From an optimization exercise on the open Yosys and OpenROAD flow, aimed at small area, a short achievable clock period and few clock cycles per item; shortcuts taken in it are not production practice.
At most, simulation tests tie the RTL to the original design; equivalence was not proved.
The RTL of runs 2 to 4 was laid out without a check of its function.
No run shown here takes its clock network from TritonCTS; it comes from the design's own scripts or RTL.
The clock input has no modelled driver; a real chip could not lean on it and would need a root buffer or a full tree.
Power and IR drop assume default switching activity.

## flow/design.v (module list and top-level ports; edited modules follow where they fit)
// module mac_neuron: 1419 lines
// module booth_enc: 7 lines
// module inv_c: 3 lines
// module nand2_c: 3 lines
// module nor2_c: 3 lines
// module or2_c: 3 lines
// module xor2_c: 3 lines
// module xnor2_c: 3 lines
// module a22oi_c: 3 lines
// module a21oi_c: 3 lines
// module o21ai_c: 3 lines
// module o22ai_c: 3 lines
// module a21o_c: 3 lines
// module and2_c: 3 lines
// module fa_cell: 4 lines
// module ha_cell: 4 lines
module mac_neuron(
	input clk,
	input rst,
	input in_valid,
	output in_ready,
	input [15:0] in_x,
	input [15:0] in_w,
	input in_last,
	output reg out_valid,
	output [15:0] out_data
);
  // ...
==> flow/flow/run.sh <==
#!/bin/bash
set -euo pipefail
source flow/env.sh
bash standard.sh > std_flow.log 2>&1
==> flow/flow/env.sh <==
export SETUP_SLACK_MARGIN=7.7
export BUFFER_PORTS_ARGS="-buffer_cell sky130_fd_sc_hd__buf_1"
export PRE_CTS_TCL=$PWD/flow/manual_cts.tcl
export MCTS_NBUF=8
export MCTS_NROOT=2
==> flow/flow/manual_cts.tcl <==
# Clock tree of one or two levels: the clock port drives MCTS_NROOT buffers (or, with
# MCTS_NROOT 0, the leaf buffers directly); the leaf buffers each drive the flip-flops of
# one cluster (balanced k-means on their placement). Sourced as PRE_CTS_TCL: it replaces
# clock_tree_synthesis for this design.
rename clock_tree_synthesis orig_clock_tree_synthesis

# balanced k-means: returns {assign mx my used}
proc mcts_kmeans {xs ys k} {
  set n [llength $xs]
  set cx 0; set cy 0
  foreach x $xs y $ys { set cx [expr {$cx + $x}]; set cy [expr {$cy + $y}] }
  set cx [expr {$cx / $n}]; set cy [expr {$cy / $n}]
  set order {}
  for {set i 0} {$i < $n} {incr i} {
    lappend order [list $i [expr {atan2([lindex $ys $i] - $cy, [lindex $xs $i] - $cx)}]]
  }
  set order [lsort -real -index 1 $order]
  set assign [lrepeat $n 0]
  for {set j 0} {$j < $n} {incr j} { lset assign [lindex $order $j 0] [expr {$j * $k / $n}] }
  set cap [expr {int(ceil(double($n) / $k)) + 1}]
  set used [lrepeat $k 0]
  for {set iter 0} {$iter < 30} {incr iter} {
    set mx [lrepeat $k 0.0]; set my [lrepeat $k 0.0]; set cnt [lrepeat $k 0]
    for {set i 0} {$i < $n} {incr i} {
      set c [lindex $assign $i]
      lset mx $c [expr {[lindex $mx $c] + [lindex $xs $i]}]
      lset my $c [expr {[lindex $my $c] + [lindex $ys $i]}]
      lset cnt $c [expr {[lindex $cnt $c] + 1}]
    }
    for {set c 0} {$c < $k} {incr c} {
      if {[lindex $cnt $c] > 0} {
        lset mx $c [expr {[lindex $mx $c] / [lindex $cnt $c]}]
        lset my $c [expr {[lindex $my $c] / [lindex $cnt $c]}]
      }
    }
    set pairs {}
    for {set i 0} {$i < $n} {incr i} {
      for {set c 0} {$c < $k} {incr c} {
        set d [expr {abs([lindex $xs $i] - [lindex $mx $c]) + abs([lindex $ys $i] - [lindex $my $c])}]
        lappend pairs [list $d $i $c]
      }
    }
    set pairs [lsort -real -index 0 $pairs]
    set done [lrepeat $n 0]; set used [lrepeat $k 0]
    set new [lrepeat $n 0]
    foreach p $pairs {
      lassign $p d i c
      if {[lindex $done $i]} continue
      if {[lindex $used $c] >= $cap} continue
      lset new $i $c; lset done $i 1; lset used $c [expr {[lindex $used $c] + 1}]
    }
    set assign $new
  }
  return [list $assign $mx $my $used]
}

proc clock_tree_synthesis {args} {
  set nleaf [expr {[info exists ::env(MCTS_NBUF)] ? $::env(MCTS_NBUF) : 8}]
  set nroot [expr {[info exists ::env(MCTS_NROOT)] ? $::env(MCTS_NROOT) : 2}]
  set leafm [expr {[info exists ::env(MCTS_CELL)] ? $::env(MCTS_CELL) : "sky130_fd_sc_hd__clkbuf_16"}]
  set rootm [expr {[info exists ::env(MCTS_ROOT_CELL)] ? $::env(MCTS_ROOT_CELL) : "sky130_fd_sc_hd__clkbuf_16"}]
  set block [ord::get_db_block]
  set db [ord::get_db]
  set clknet [$block findNet clk]
  set sinks [$clknet getITerms]
  set n [llength $sinks]
  puts "manual cts: $n sinks, $nleaf leaf buffers ($leafm), $nroot root buffers ($rootm)"
  set xs {}; set ys {}
  foreach it $sinks {
    set bb [[$it getInst] getBBox]
    lappend xs [expr {([$bb xMin] + [$bb xMax]) / 2.0}]
    lappend ys [expr {([$bb yMin] + [$bb yMax]) / 2.0}]
  }
  lassign [mcts_kmeans $xs $ys $nleaf] assign mx my used
  puts "manual cts: leaf cluster sizes $used"
  set lnets {}
  for {set c 0} {$c < $nleaf} {incr c} {
    set inst [odb::dbInst_create $block [$db findMaster $leafm] "mcts_leaf_$c"]
    set net [odb::dbNet_create $block "mcts_clk_leaf_$c"]
    $net setSigType CLOCK
    [$inst findITerm X] connect $net
    $inst setLocation [expr {int([lindex $mx $c])}] [expr {int([lindex $my $c])}]
    $inst setPlacementStatus PLACED
    lappend leaves $inst
    set bnet($c) $net
  }
  for {set i 0} {$i < $n} {incr i} {
    set it [lindex $sinks $i]
    $it disconnect
    $it connect $bnet([lindex $assign $i])
  }
  if {$nroot == 0} {
    foreach inst $leaves { [$inst findITerm A] connect $clknet }
    return
  }
  lassign [mcts_kmeans $mx $my $nroot] rassign rx ry rused
  puts "manual cts: root cluster sizes $rused"
  for {set r 0} {$r < $nroot} {incr r} {
    set inst [odb::dbInst_create $block [$db findMaster $rootm] "mcts_root_$r"]
    set net [odb::dbNet_create $block "mcts_clk_root_$r"]
    $net setSigType CLOCK
    [$inst findITerm A] connect $clknet
    [$inst findITerm X] connect $net
    $inst setLocation [expr {int([lindex $rx $r])}] [expr {int([lindex $ry $r])}]
    $inst setPlacementStatus PLACED
    set rnet($r) $net
  }
  for {set c 0} {$c < $nleaf} {incr c} {
    [[lindex $leaves $c] findITerm A] connect $rnet([lindex $rassign $c])
  }
}
==> flow/standard.sh <==
#!/bin/bash
# synth_recipe.tcl (not shown) runs the flow's synth.tcl, then flattens the netlist and writes it again
# the make line also repeats each setting of config.mk as NAME=value (left out here)
make -C /OpenROAD-flow-scripts/flow DESIGN_CONFIG=/design/flow/config.mk WORK_HOME=/design/flow/orfs CLKGATE_MAP_FILE= SYNTH_SCRIPT=/design/flow/synth_recipe.tcl "${@:-finish}"
==> flow/config.mk <==
export PLATFORM = sky130hd
export DESIGN_NAME = mac_neuron
export DESIGN_NICKNAME = mac_neuron
export VERILOG_FILES = /design/flow/design.v
export SDC_FILE = /design/flow/constraint.sdc
export NUM_CORES = 4
export LEC_CHECK = 0
export CAP_MARGIN = 20
export CORE_MARGIN = 2
export CORE_UTILIZATION = 50.0
export CTS_BUF_LIST = sky130_fd_sc_hd__clkbuf_4 sky130_fd_sc_hd__clkbuf_8
export CTS_CLUSTER_SIZE = 40
export PLACE_DENSITY = 0.7
export SLEW_MARGIN = 20
export SYNTH_HIERARCHICAL = 1
==> flow/constraint.sdc <==
create_clock -name core_clock -period 11.0 [get_ports {clk}]
set_input_delay 2.2000 -clock core_clock [delete_from_list [all_inputs] [get_ports {clk}]]
set_output_delay 2.2000 -clock core_clock [all_outputs]
set_load 0.01 [all_outputs]
==> impl_metrics.env, run 1 <==
export IMPL_drc=0
export IMPL_drive_gt1_frac=0.0622
export IMPL_post_synth_fa_ha_maj_area_fraction=0.266
export IMPL_place_ws_ps=7520
export IMPL_synth_compound_area_frac=0.181
export IMPL_grt_busiest_layer="met2"
export IMPL_dp_cells=1205
export IMPL_globalRouteOverflowTotal=0
export IMPL_outcome="timing/DRC/antenna clean"
export IMPL_power_largest_group="combinational logic"
export IMPL_grt_usage=0.210
export IMPL_synth_cell_type_count=39
export IMPL_yosys_most_used_dff="dfxtp_1"
export IMPL_setup_viol=0
export IMPL_fp_dieW_um=143
export IMPL_max_cap_viol_count=0
export IMPL_drt_first_pass_iters=5
export IMPL_clkPwrFrac=0.133
export IMPL_cpLargestDelayFamily="adder cells"
export IMPL_r2r_slack_ps=7750
export IMPL_synthToLayoutAreaGrowth_pct=7.44
export IMPL_diodes=0
export IMPL_place_gp_congestion=0.902
export IMPL_wl_per_cell_um=17.4
export IMPL_cts_resized=25
export IMPL_path_buf_inv=0
export IMPL_synth_cell_area_um2=9600
export IMPL_vias=7083
export IMPL_ys_seq_elements=131
export IMPL_synthesis_instances=932
export IMPL_cp_required_ps=11180
export IMPL_multi_input_area_um2=6760
export IMPL_yosys_area_share_simple=0.0689
export IMPL_layout_commonest_cell="xor2_1"
export IMPL_path_class="reg -> reg"
Testbench counts, summed over its fixed seeds: cycles 8,224, items 8,192.
==> run 2: changes to the inputs <==
--- a/flow/design.v
+++ b/flow/design.v
@@ -1389,27 +1389,29 @@
 wire [23:0] hp = {s572, s570, s568, s566, s564, s562, s560, s558, s556, s554, s552, s550, s548, s546, s544, s542, s540, s538, s536, s534, s532, s530, s528, s526};
 wire [23:0] hg = {c573, c571, c569, c567, c565, c563, c561, c559, c557, c555, c553, c551, c549, c547, c545, c543, c541, c539, c537, c535, c533, c531, c529, c527};
 wire [23:0] hor = ha_r | hb_r;
 wire z15 = (hp[2] == g622) & (hp[15:3] == hor[14:2]) & ~q[0];
 wire top_z = (hp[23:17] == hor[22:16]);
 wire top_o = (hp[23:17] == ~hg[22:16]);
 wire t16 = s_hi[16];
 wire top_eq = t16 ? top_o : top_z;
-wire q_pos = ~top_eq & ~sg1;
-wire q_neg = (~top_eq & sg1) | (t16 & top_o & z15);
-wire [15:0] m = q_pos ? 16'h7FFF : q_neg ? 16'h8001 : q[15:0];
+wire q_is8000 = t16 & top_o & z15;
+wire [15:0] m = top_eq ? {q[15:1], q[0] | q_is8000} : {sg1, {14{~sg1}}, 1'b1};
 always @(posedge clk) begin
 	m_r <= m;
 	l2 <= l1;
 	v2 <= v1 & ~rst;
 end
-wire a_pos = ~acc[15] & ~m_r[15] & a_s[15];
-wire a_neg = acc[15] & m_r[15] & (~a_s[15] | ~|a_s[14:0]);
-wire [15:0] acc_sat = a_pos ? 16'h7FFF : a_neg ? 16'h8001 : a_s;
+wire [15:0] ap = {s688, s686, s684, s682, s680, s678, s676, s674, s672, s670, s668, s666, s664, s662, s660, s658};
+wire [15:0] aor = acc | m_r;
+wire a_ovf = ~ap[15] & (g726 ^ acc[15]);
+wire a_z15 = ~ap[0] & (ap[14:1] == aor[13:0]);
+wire a_is8000 = a_s[15] & a_z15;
+wire [15:0] acc_sat = a_ovf ? {acc[15], {14{~acc[15]}}, 1'b1} : {a_s[15:1], a_s[0] | a_is8000};
 always @(posedge clk) begin
 	acc <= first ? m_r : acc_sat;
 	if (rst) begin
 		first <= 1'b1;
 		out_valid <= 1'b0;
 	end else begin
 		if (v2) first <= l2;
 		out_valid <= v2 & l2;
==> flow/config.mk (replaced) <==
export PLATFORM = sky130hd
export DESIGN_NAME = mac_neuron
export DESIGN_NICKNAME = mac_neuron
export VERILOG_FILES = /design/flow/design.v
export SDC_FILE = /design/flow/constraint.sdc
export NUM_CORES = 4
export LEC_CHECK = 0
export CAP_MARGIN = 20
export CORE_MARGIN = 2
export CORE_UTILIZATION = 40
export CTS_BUF_LIST = sky130_fd_sc_hd__clkbuf_4 sky130_fd_sc_hd__clkbuf_8
export CTS_CLUSTER_SIZE = 40
export PLACE_DENSITY = 0.6
export SLEW_MARGIN = 20
export SYNTH_HIERARCHICAL = 1
==> run 2 against run 1 <==
Compared with the run above:
- still clean
- worst hold slack gained 4.3 ps
- fmax grew 1.7%
- synthesized area grew 0.34%
- sequential power is essentially flat
- critical path depth shrank 5
==> impl_metrics.env, run 2 <==
export IMPL_clkLatencyLatePin_ps=310
export IMPL_setup_viol=0
export IMPL_async_flop_share=0
export IMPL_yosys_most_used_dff="dfxtp_1"
export IMPL_ys_seq_area_frac=0.273
export IMPL_synth_cell_area_um2=9640
export IMPL_cp_arrival_ps=1000
export IMPL_ioPinCount=54
export IMPL_antenna_found_initial=0
export IMPL_drtIter0Drc=406
export IMPL_grt_usage=0.167
export IMPL_final_nets=1170
export IMPL_cpLargestDelayFamily="flip-flops"
export IMPL_max_cap_viol_count=0
export IMPL_yosys_top_cells_area="dfxtp_1 27%, fa_1 18%, xor2_1 17%"
export IMPL_drive_gt1_frac=0.0592
export IMPL_drc=0
export IMPL_synth_area_leader_cell="dfxtp_1"
export IMPL_synth_top_area_frac=0.270
export IMPL_syn_avg_cell_area_um2=10.4
export IMPL_tns_ps=0
export IMPL_layout_commonest_cell="xor2_1"
export IMPL_fill_cells=2340
export IMPL_diodes=0
export IMPL_numPortBuffers=52
export IMPL_place_gp_congestion=0.869
export IMPL_place_ws_ps=7220
export IMPL_layout_setup_ws_ps=7800
export IMPL_r2r_slack_ps=7840
export IMPL_hold_viol_final=0
export IMPL_via_per_inst=5.30
export IMPL_drt_first_pass_iters=5
export IMPL_yosysMostFrequentCell="xor2_1"
export IMPL_core_um2=23500
export IMPL_synthToLayoutAreaGrowth_pct=8.54
export IMPL_final_cell_mix="191 x xor2_1, 133 x o22ai_1, 94 x dfxtp_1"
export IMPL_holdPathEnd="l1$_DFF_P_"
export IMPL_grt_pass1_wl_um=35600
export IMPL_path_clk_slew_ps=70
export IMPL_synth_cell_type_count=34
export IMPL_power_leakage_uw=0.00464
export IMPL_grt_max_degree=35
export IMPL_ys_seq_elements=131
export IMPL_cp_required_ps=8800
export IMPL_die_h_um=159
export IMPL_outcome="timing/DRC/antenna clean"
export IMPL_min_period_over_period=0.290
export IMPL_path_buf_inv=1
export IMPL_slew_headroom=0.328
export IMPL_globalRouteOverflowTotal=0
export IMPL_synthesis_instances=930
export IMPL_period_needed_ps=3200
export IMPL_reg2reg_to="ha_r[7]$_DFF_P_"
export IMPL_path_class="reg -> out"
export IMPL_cp_slowest_cell="edfxtp_1"
export IMPL_yosys_warnings=7
export IMPL_rows=56
export IMPL_r2r_cells=6
export IMPL_ctsHoldBuffers=0
export IMPL_hold_depth=0
export IMPL_vias=6879
export IMPL_rsz0062_at_grt="false"
export IMPL_die_area_um2=25300
export IMPL_end_kind="output pin"
export IMPL_crit_path_max_fanout=4
export IMPL_tightest_slew_ps=1010
export IMPL_cp_start_kind="register"
export IMPL_hpwl_um=15400
export IMPL_drtAntennaViolNets=0
export IMPL_hp_class="reg -> reg"
export IMPL_largestRegisters="ha_r (23), hb_r (23)"
export IMPL_crit_chain="buf_1"
export IMPL_power_density_nw_per_um2=222
export IMPL_critPathMaxStageDelay_ps=510
export IMPL_start_util=0.409
export IMPL_min_from="l0$_DFF_P_"
export IMPL_post_synth_most_frequent_cells="191 x xor2_1, 133 x o22ai_1, 130 x dfxtp_1"
export IMPL_rr_startpoint="xn[9]$_DFF_P_"
export IMPL_peakVddDrop_mv=0.104
export IMPL_fp_dieW_um=159
export IMPL_wl_per_cell_um=16.5
export IMPL_routed_wl_um=21500
export IMPL_grt_pass1_vias=6874
export IMPL_fin_skew_ps=13.9
export IMPL_fmax_ghz=0.313
export IMPL_drv_slew=0
export IMPL_synth_edf_count=1
[run 2: worst reg2reg max path: stages (launching register included)]
cell     delay [ps]
dfxtp_2         580
o22ai_1         180
xor2_1          190
fa_1            610
fa_1            460
fa_1            610
fa_1            420
[run 2: worst max path at each step]
stage          cells after the start              end              start  slack, ps
2_1_floorplan                      6  ha_r[7]$_DFF_P_     xn[15]$_DFF_P_       7850
3_3_place_gp                      12   acc[3]$_DFF_P_     acc[1]$_DFF_P_       7290
3_5_place_dp                      12  acc[12]$_DFF_P_     acc[1]$_DFF_P_       7220
4_1_cts                            6  ha_r[8]$_DFF_P_  b_onen[5]$_DFF_P_       7700
5_1_grt                            9     cl_r$_DFF_P_      xn[6]$_DFF_P_       7720
6_report                           1     out_data[15]  acc[15]$_DFFE_PP_       7800
[run 2: per-stage QoR]
stage / utilization / power, uW / cells / instance area [um^2] / hold slack [ps]
final: 0.444 / 2320 / 1299 / 10500 / 329
after global routing: 0.444 / 2560 / 1299 / 10500 / 343
after CTS: 0.443 / 2280 / 1298 / 10400 / 315
after detailed placement: 0.431 / 2010 / 1288 / 10100 / 315
after global placement: 0.431 / 2000 / 1288 / 10100 / 309
after floorplan: - / 1720 / 933 / 9650 / 310
[run 2: report_power, final]
group	switching [uW]	internal, uW
sequential	128	605
combinational	660	613
clock	153	162
[run 2: final cells by class]
class	instances	area, um^2	area share
multi-input cells	775	6870	0.657
repair buffers	57	235	0.0225
flip-flops and latches	131	2680	0.256
plain buffers	10	250	0.0239
well taps	319	399	0.0382
inverters	7	26.3	0.00251
[run 2: Yosys stat by module (local to each module, per instance)]
module | cell area [um^2] | cells inside | copies in the design | flip-flops and latches
mac_neuron | 3890 | 349 | 1 | 131
fa_cell | 20.0 | 1 | 87 | 0
ha_cell | 12.5 | 1 | 65 | 0
xnor2_c | 8.76 | 1 | 21 | 0
xor2_c | 8.76 | 1 | 168 | 0
a21o_c | 7.51 | 1 | 56 | 0
booth_enc | 7.51 | 1 | 8 | 0
and2_c | 6.26 | 1 | 23 | 0
o22ai_c | 6.26 | 1 | 128 | 0
or2_c | 6.26 | 1 | 5 | 0
inv_c | 3.75 | 1 | 4 | 0
nand2_c | 3.75 | 1 | 8 | 0
nor2_c | 3.75 | 1 | 8 | 0
[run 2: cell families (layout without fill, tap and decap cells)]
logic type | Yosys count | in the layout | share of synthesized area
AO/OA/AOI/OAI | 250 | 250 | 0.168
flip-flops | 131 | 131 | 0.273
XOR/XNOR | 226 | 226 | 0.205
AND/OR/NAND/NOR | 142 | 142 | 0.0708
adder cells (fa/ha/maj) | 152 | 152 | 0.265
buffers and inverters | 27 | 74 | 0.0166
other | 2 | 5 | 0.000779
[run 2: timing repair]
action                                  4_1_cts  5_1_grt
endpoints found under the hold margin         0        0
resized for setup                            27       17
endpoints found under the setup margin       35       48
buffers inserted                              0        1
pin swaps                                     0        1
[run 2: metal layers]
layer / wire length [um] / part of all wire / global-route usage / up-vias
li1: - / - / - / 3370
met1: 10000 / 0.47 / 0.233 / 3242
met2: 9650 / 0.45 / 0.280 / 226
met3: 1310 / 0.061 / 0.0198 / 41
met4: 461 / 0.021 / 0.0331 / 0
met5: 0 / 0 / 0 / -
==> run 3: changes to the inputs <==
==> flow/flow/env.sh (replaced) <==
export SETUP_SLACK_MARGIN=7.9
export BUFFER_PORTS_ARGS="-buffer_cell sky130_fd_sc_hd__buf_1"
export PRE_CTS_TCL=$PWD/flow/manual_cts.tcl
export MCTS_NBUF=8
export MCTS_NROOT=2
export MCTS_CELL=sky130_fd_sc_hd__clkbuf_8
==> run 3 against run 2 <==
Compared with the run above:
- still clean on timing, DRC and antenna
- highest routed layer unchanged
- largest power group unchanged
- die area unchanged
- global-route usage increased by 0.36 points
- critical path depth unchanged
- first-iteration DRC count increased by 26%
- sequential power about the same
- synthesized area unchanged
==> impl_metrics.env, run 3 <==
export IMPL_outcome="timing/DRC/antenna clean"
export IMPL_synth_cell_area_um2=9640
export IMPL_ys_seq_area_frac=0.273
export IMPL_drc=0
export IMPL_setup_viol=0
export IMPL_place_gp_congestion=0.846
export IMPL_yosys_most_used_dff="dfxtp_1"
export IMPL_drtAntennaViolNets=0
export IMPL_place_ws_ps=7160
export IMPL_async_flop_share=0
export IMPL_hold_viol_final=0
export IMPL_largestRegisters="ha_r (23), hb_r (23)"
export IMPL_critPathMaxStageDelay_ps=450
export IMPL_power_density_nw_per_um2=214
export IMPL_tns_ps=0
export IMPL_die_h_um=159
export IMPL_tightest_slew_ps=1020
export IMPL_clkLatencyLatePin_ps=320
export IMPL_routed_wl_um=22000
export IMPL_syn_avg_cell_area_um2=10.4
export IMPL_synth_top_area_frac=0.270
export IMPL_crit_chain="clkbuf_2"
export IMPL_vias=6976
export IMPL_end_kind="output pin"
export IMPL_min_from="l0$_DFF_P_"
export IMPL_synth_edf_count=1
export IMPL_ys_seq_elements=131
export IMPL_final_cell_mix="190 x xor2_1, 131 x o22ai_1, 87 x fa_1"
export IMPL_min_period_over_period=0.285
export IMPL_yosysMostFrequentCell="xor2_1"
export IMPL_layout_commonest_cell="xor2_1"
export IMPL_crit_path_max_fanout=3
export IMPL_hp_class="reg -> reg"
export IMPL_synth_area_leader_cell="dfxtp_1"
export IMPL_cpLargestDelayFamily="flip-flops"
export IMPL_drtIter0Drc=510
export IMPL_cp_required_ps=8800
export IMPL_max_cap_viol_count=0
export IMPL_core_um2=23500
export IMPL_synth_cell_type_count=34
export IMPL_rsz0062_at_grt="true"
export IMPL_via_per_inst=5.35
export IMPL_diodes=0
export IMPL_path_buf_inv=1
export IMPL_critical_path_startpoint="acc[15]$_DFFE_PP_"
export IMPL_fill_cells=2270
export IMPL_wl_per_cell_um=16.9
export IMPL_globalRouteOverflowTotal=0
export IMPL_grt_usage=0.171
export IMPL_drt_first_pass_iters=5
export IMPL_yosys_top_cells_area="dfxtp_1 27%, fa_1 18%, xor2_1 17%"
export IMPL_path_clk_slew_ps=110
export IMPL_peakVddDrop_mv=0.0971
export IMPL_grt_pass1_wl_um=36500
export IMPL_grt_max_degree=35
export IMPL_fin_skew_ps=26.9
export IMPL_rows=56
export IMPL_synthesis_instances=930
export IMPL_ioPinCount=54
export IMPL_yosys_warnings=7
export IMPL_drive_gt1_frac=0.0943
export IMPL_cp_arrival_ps=930
export IMPL_path_class="reg -> out"
export IMPL_cp_start_kind="register"
export IMPL_die_area_um2=25300
export IMPL_power_leakage_uw=0.00469
export IMPL_period_needed_ps=3130
export IMPL_layout_setup_ws_ps=7870
export IMPL_cp_slowest_cell="edfxtp_1"
export IMPL_slew_headroom=0.319
export IMPL_post_synth_most_frequent_cells="191 x xor2_1, 133 x o22ai_1, 130 x dfxtp_1"
export IMPL_start_util=0.409
export IMPL_numPortBuffers=52
export IMPL_hpwl_um=15700
export IMPL_fmax_ghz=0.319
export IMPL_synthToLayoutAreaGrowth_pct=9.79
export IMPL_fp_dieW_um=159
export IMPL_final_nets=1176
export IMPL_rr_startpoint="b_onen[1]$_DFF_P_"
export IMPL_drv_slew=0
export IMPL_r2r_slack_ps=7990
export IMPL_antenna_found_initial=0
export IMPL_grt_pass1_vias=6998
## run 3: cell counts after synthesis
Identical to the previous run, type by type.
## run 3: layout make-up
| cell class | instances | area (um^2) | area share |
|---|---|---|---|
| flip-flops and latches | 131 | 2770 | 0.262 |
| inverters | 7 | 26.3 | 0.00248 |
| multi-input cells | 775 | 6910 | 0.653 |
| plain buffers | 10 | 160 | 0.0151 |
| well taps | 319 | 399 | 0.0377 |
| repair buffers | 63 | 313 | 0.0296 |
## run 3: power by group
group,total (uW),switching [uW],internal (uW)
Combinational,1300,669,626
Sequential,730,127,603
Clock,244,144,99.1
## run 3: worst register-to-register path: stages (launching register included)
cell     delay, ps
dfxtp_4        430
o22ai_1        200
xor2_1         250
fa_1           510
fa_1           510
fa_1           570
fa_1           410
## run 3: modules after synthesis (local to each module, per instance), a selection
module,cells inside,times used,flops+latches
a21o_c,1,56,0
booth_enc,1,8,0
fa_cell,1,87,0
ha_cell,1,65,0
mac_neuron,349,1,131
nand2_c,1,8,0
xor2_c,1,168,0
## run 3: cell families after synthesis
logic type / synth area share
compound gates: 0.168
xor+xnor: 0.205
fa+ha+maj: 0.265
buf+inv: 0.0166
flops: 0.273
other cells: 0.000779
simple gates: 0.0708
## run 3: metal layers
layer	wire length, um	GRT usage	share of wire
met1	10300	0.244	0.47
met2	9850	0.279	0.45
met3	1560	0.0276	0.071
met4	282	0.0244	0.013
met5	0	0	0
## run 3: per-stage QoR
stage | std cells | total power (uW) | hold WS [ps] | area (um^2) | utilization
after floorplan | 933 | 1720 | 310 | 9660 | -
after global placement | 1288 | 2000 | 312 | 10100 | 0.431
after detailed placement | 1288 | 2020 | 315 | 10100 | 0.431
after CTS | 1299 | 2210 | 315 | 10400 | 0.442
after global routing | 1305 | 2510 | 347 | 10600 | 0.449
final | 1305 | 2270 | 339 | 10600 | 0.449
## run 3: what timing repair did
item                                   in CTS  in global routing
hold buffers                                0                  0
endpoints found under the hold margin       0                  0
pin swaps                                   3                  5
setup endpoints to repair                  55                 61
setup buffers                               1                  6
resized for setup                          48                 57
## run 3: final timing paths
| kind | end | depth (start not counted) |
|---|---|---|
| setup / recovery | out_data[15] | 1 |
| hold / removal | l1$_DFF_P_ | 0 |
| setup reg to reg | ha_r[6]$_DFF_P_ | 6 |
| hold reg to reg | l1$_DFF_P_ | 0 |
==> run 4: changes to the inputs <==
==> flow/flow/env.sh (replaced) <==
export SETUP_SLACK_MARGIN=8.0
export BUFFER_PORTS_ARGS="-buffer_cell sky130_fd_sc_hd__buf_1"
export PRE_CTS_TCL=$PWD/flow/manual_cts.tcl
export MCTS_NBUF=8
export MCTS_NROOT=2
export MCTS_CELL=sky130_fd_sc_hd__clkbuf_8
==> run 4 against run 3 <==
Compared with the run above:
- still clean on timing, DRC and antenna
- sequential share of layout area decreased by 1.5 points
- global-route usage decreased by 0.36 points
- register-to-register slack improved by 20 ps
- synthesized area unchanged
- clock power about the same
- sequential power about the same
- combinational power increased by 5%
- total power increased by 2.9%
- fmax decreased by 0.38%
- cell area increased by 7.0%
- die area unchanged
- worst hold slack about the same
==> impl_metrics.env, run 4 <==
export IMPL_cp_start_kind="register"
export IMPL_crit_path_max_fanout=3
export IMPL_peakVddDrop_mv=0.0999
export IMPL_path_class="reg -> out"
export IMPL_clkLatencyLatePin_ps=320
export IMPL_yosys_area_share_simple=0.0708
export IMPL_sw_frac_of_total=0.411
export IMPL_synthesis_instances=930
export IMPL_drtIter0Drc=529
export IMPL_largestRegisters="ha_r (23), hb_r (23)"
export IMPL_synth_edf_count=1
export IMPL_synth_area_mux_share=0
export IMPL_synth_area_leader_cell="dfxtp_1"
export IMPL_crit_chain="clkbuf_2"
export IMPL_hold_viol_final=0
export IMPL_fmax_ghz=0.318
export IMPL_cp_slowest_cell="edfxtp_1"
export IMPL_synth_top_area_frac=0.270
export IMPL_drt_first_pass_iters=5
export IMPL_die_area_um2=25300
export IMPL_path_clk_slew_ps=110
export IMPL_fp_dieW_um=159
export IMPL_drtAntennaViolNets=0
export IMPL_grt_usage=0.167
export IMPL_path_buf_inv=1
export IMPL_synth_compound_area_frac=0.168
export IMPL_numPortBuffers=52
export IMPL_period_needed_ps=3140
export IMPL_tns_ps=0
export IMPL_ys_seq_area_frac=0.273
export IMPL_cp_arrival_ps=940
export IMPL_synthXorXnorAreaFrac=0.205
export IMPL_rows=56
export IMPL_die_h_um=159
export IMPL_grt_pass1_wl_um=35800
export IMPL_final_nets=1229
export IMPL_place_ws_ps=7240
export IMPL_core_um2=23500
export IMPL_outcome="timing/DRC/antenna clean"
export IMPL_synth_cell_type_count=34
export IMPL_yosys_most_used_dff="dfxtp_1"
export IMPL_ctsHoldBuffers=0
export IMPL_p_int_uw=1370
export IMPL_fill_cells=2260
export IMPL_cp_required_ps=8800
export IMPL_layout_commonest_cell="xor2_1"
export IMPL_synth_cell_area_um2=9640
export IMPL_final_cell_mix="184 x xor2_1, 118 x o22ai_1, 82 x fa_1"
export IMPL_via_per_inst=5.31
export IMPL_async_flop_share=0
export IMPL_setup_viol=0
export IMPL_layout_setup_ws_ps=7860
export IMPL_power_frac_comb=0.585
export IMPL_drc=0
export IMPL_globalRouteOverflowTotal=0
export IMPL_rsz0062_at_grt="true"
export IMPL_place_gp_congestion=0.832
export IMPL_switchingPower_uw=960
export IMPL_start_util=0.409
export IMPL_hp_class="reg -> reg"
export IMPL_slew_headroom=0.296
export IMPL_cpLargestDelayFamily="flip-flops"
export IMPL_diodes=0
export IMPL_yosys_top_cells_area="dfxtp_1 27%, fa_1 18%, xor2_1 17%"
export IMPL_ioPinCount=54
export IMPL_yosysMostFrequentCell="xor2_1"
export IMPL_tightest_slew_ps=1050
export IMPL_max_cap_viol_count=0
export IMPL_grt_max_degree=35
export IMPL_pwr_share_seq=0.312
export IMPL_yosys_warnings=7
export IMPL_wl_per_cell_um=16.9
export IMPL_clkPwrFrac=0.104
export IMPL_critPathMaxStageDelay_ps=460
export IMPL_power_density_nw_per_um2=206
export IMPL_grt_pass1_vias=6889
export IMPL_vias=7206
export IMPL_drv_slew=0
export IMPL_post_synth_most_frequent_cells="191 x xor2_1, 133 x o22ai_1, 130 x dfxtp_1"
export IMPL_synth_top_family_by_area="adder cells"
export IMPL_post_synth_fa_ha_maj_area_fraction=0.265
export IMPL_routed_wl_um=23000
export IMPL_end_kind="output pin"
export IMPL_hpwl_um=15700
export IMPL_synthToLayoutAreaGrowth_pct=17.5
export IMPL_fin_skew_ps=28.5
export IMPL_ys_seq_elements=131
export IMPL_antenna_found_initial=0
export IMPL_min_period_over_period=0.286
export IMPL_drive_gt1_frac=0.180
export IMPL_power_leakage_uw=0.00501
export IMPL_syn_avg_cell_area_um2=10.4
[run 4: cell types whose count changed in the layout (fill, tap and decap cells not counted), sizes merged]
cell,delta
clkbuf,-7
buf,+59
or2,+1
[run 4: power groups by stage]
stage	clock (uW)	sequential, uW	combinational (uW)
after global placement	0	740	1260
final	242	727	1370
after detailed placement	0	742	1270
after global routing	271	743	1550
after CTS	180	741	1290
after floorplan	0	706	1020
[run 4: cell families after synthesis]
logic type      Yosys count
buf+inv                  27
flops                   131
xor+xnor                226
simple gates            142
other cells               2
compound gates          250
fa+ha+maj               152
[run 4: repair_timing]
item | in CTS | in global routing
pin swaps | 4 | 29
resized for setup | 80 | 113
gates cloned | 0 | 1
setup endpoints to repair | 58 | 60
hold endpoints to repair | 0 | 0
setup buffers | 3 | 58
[run 4: path summary, 6_finish.rpt]
kind / end / slack (ps) / from / depth (start not counted)
setup / recovery: out_data[15] / 7860 / acc[15]$_DFFE_PP_ / 1
hold / removal: zl_r$_DFF_P_ / 340 / zl0$_DFF_P_ / 0
setup reg to reg: cl_r$_DFF_P_ / 8010 / b_twon[2]$_DFF_P_ / 9
hold reg to reg: zl_r$_DFF_P_ / 340 / zl0$_DFF_P_ / 0
[run 4: per-layer routing]
metal / wire, um / up-vias / GRT usage
li1: - / 3485 / -
met5: 0 / - / 0
met1: 10600 / 3446 / 0.238
met2: 10700 / 248 / 0.279
met4: 328 / 0 / 0.0260
met3: 1360 / 27 / 0.0175
[run 4: through the flow]
stage / area, um^2 / hold WS [ps] / cells / util / total power (uW)
floorplan: 9660 / 310 / 933 / - / 1720
global route: 11300 / 345 / 1358 / 0.481 / 2560
finish: 11300 / 339 / 1358 / 0.481 / 2330
detailed placement: 10100 / 312 / 1286 / 0.431 / 2020
CTS: 10500 / 312 / 1299 / 0.445 / 2210
global placement: 10100 / 311 / 1286 / 0.431 / 2000
[run 4: Yosys stat by module, one instance, submodules excluded, excerpt]
module | area (um^2) | copies in the design
mac_neuron | 3890 | 1
fa_cell | 20.0 | 87
xor2_c | 8.76 | 168
xnor2_c | 8.76 | 21
booth_enc | 7.51 | 8
and2_c | 6.26 | 23
o22ai_c | 6.26 | 128
or2_c | 6.26 | 5
nand2_c | 3.75 | 8
nor2_c | 3.75 | 8
inv_c | 3.75 | 4
[run 4: final cells by class]
cell class	instances	area [um^2]	area share
tap	319	399	0.0352
buffer	10	160	0.0141
timing repair buffer	115	820	0.0724
multi-input combinational	776	7120	0.629
sequential	131	2800	0.247
inverter	7	26.3	0.00232

[static timing again, ports no longer ideal]
The flow's constraints put no driver on any port. The routed layouts listed below were extracted and timed again, unchanged, in two steps. Step 1 sets driving cells, clkbuf_16 on the clock port and buf_2 on the other inputs (assumed; they add their load-dependent delay and slew). Step 2 moves the port delays by t, midway between the first and last clock arrival at a register: inputs arrive t later, outputs are due t later. That takes back most of the time a late clock gives input paths. a / b / c = ideal / step 1 / step 2; a / b = the first two.
| run | shift t [ns] | setup slack, ns | worst setup path at the end | clock arrival spread, ns | cell pins on the clock port's net |
|---|---|---|---|---|---|
| run 1 | 0.363 | 7.749 / 7.749 / 7.688 | input to register | 0.020 / 0.019 | 2 |
| run 2 | 0.367 | 7.805 / 7.742 / 7.722 | input to register | 0.013 / 0.014 | 2 |
| run 3 | 0.370 | 7.869 / 7.807 / 7.763 | input to register | 0.036 / 0.037 | 2 |
| run 4 | 0.371 | 7.857 / 7.794 / 7.736 | input to register | 0.035 / 0.034 | 2 |
After both steps setup and hold are still met in every run listed. The setup slack of run 4, which loses most, moves by -0.063 ns with the drivers and by -0.121 ns with both steps.
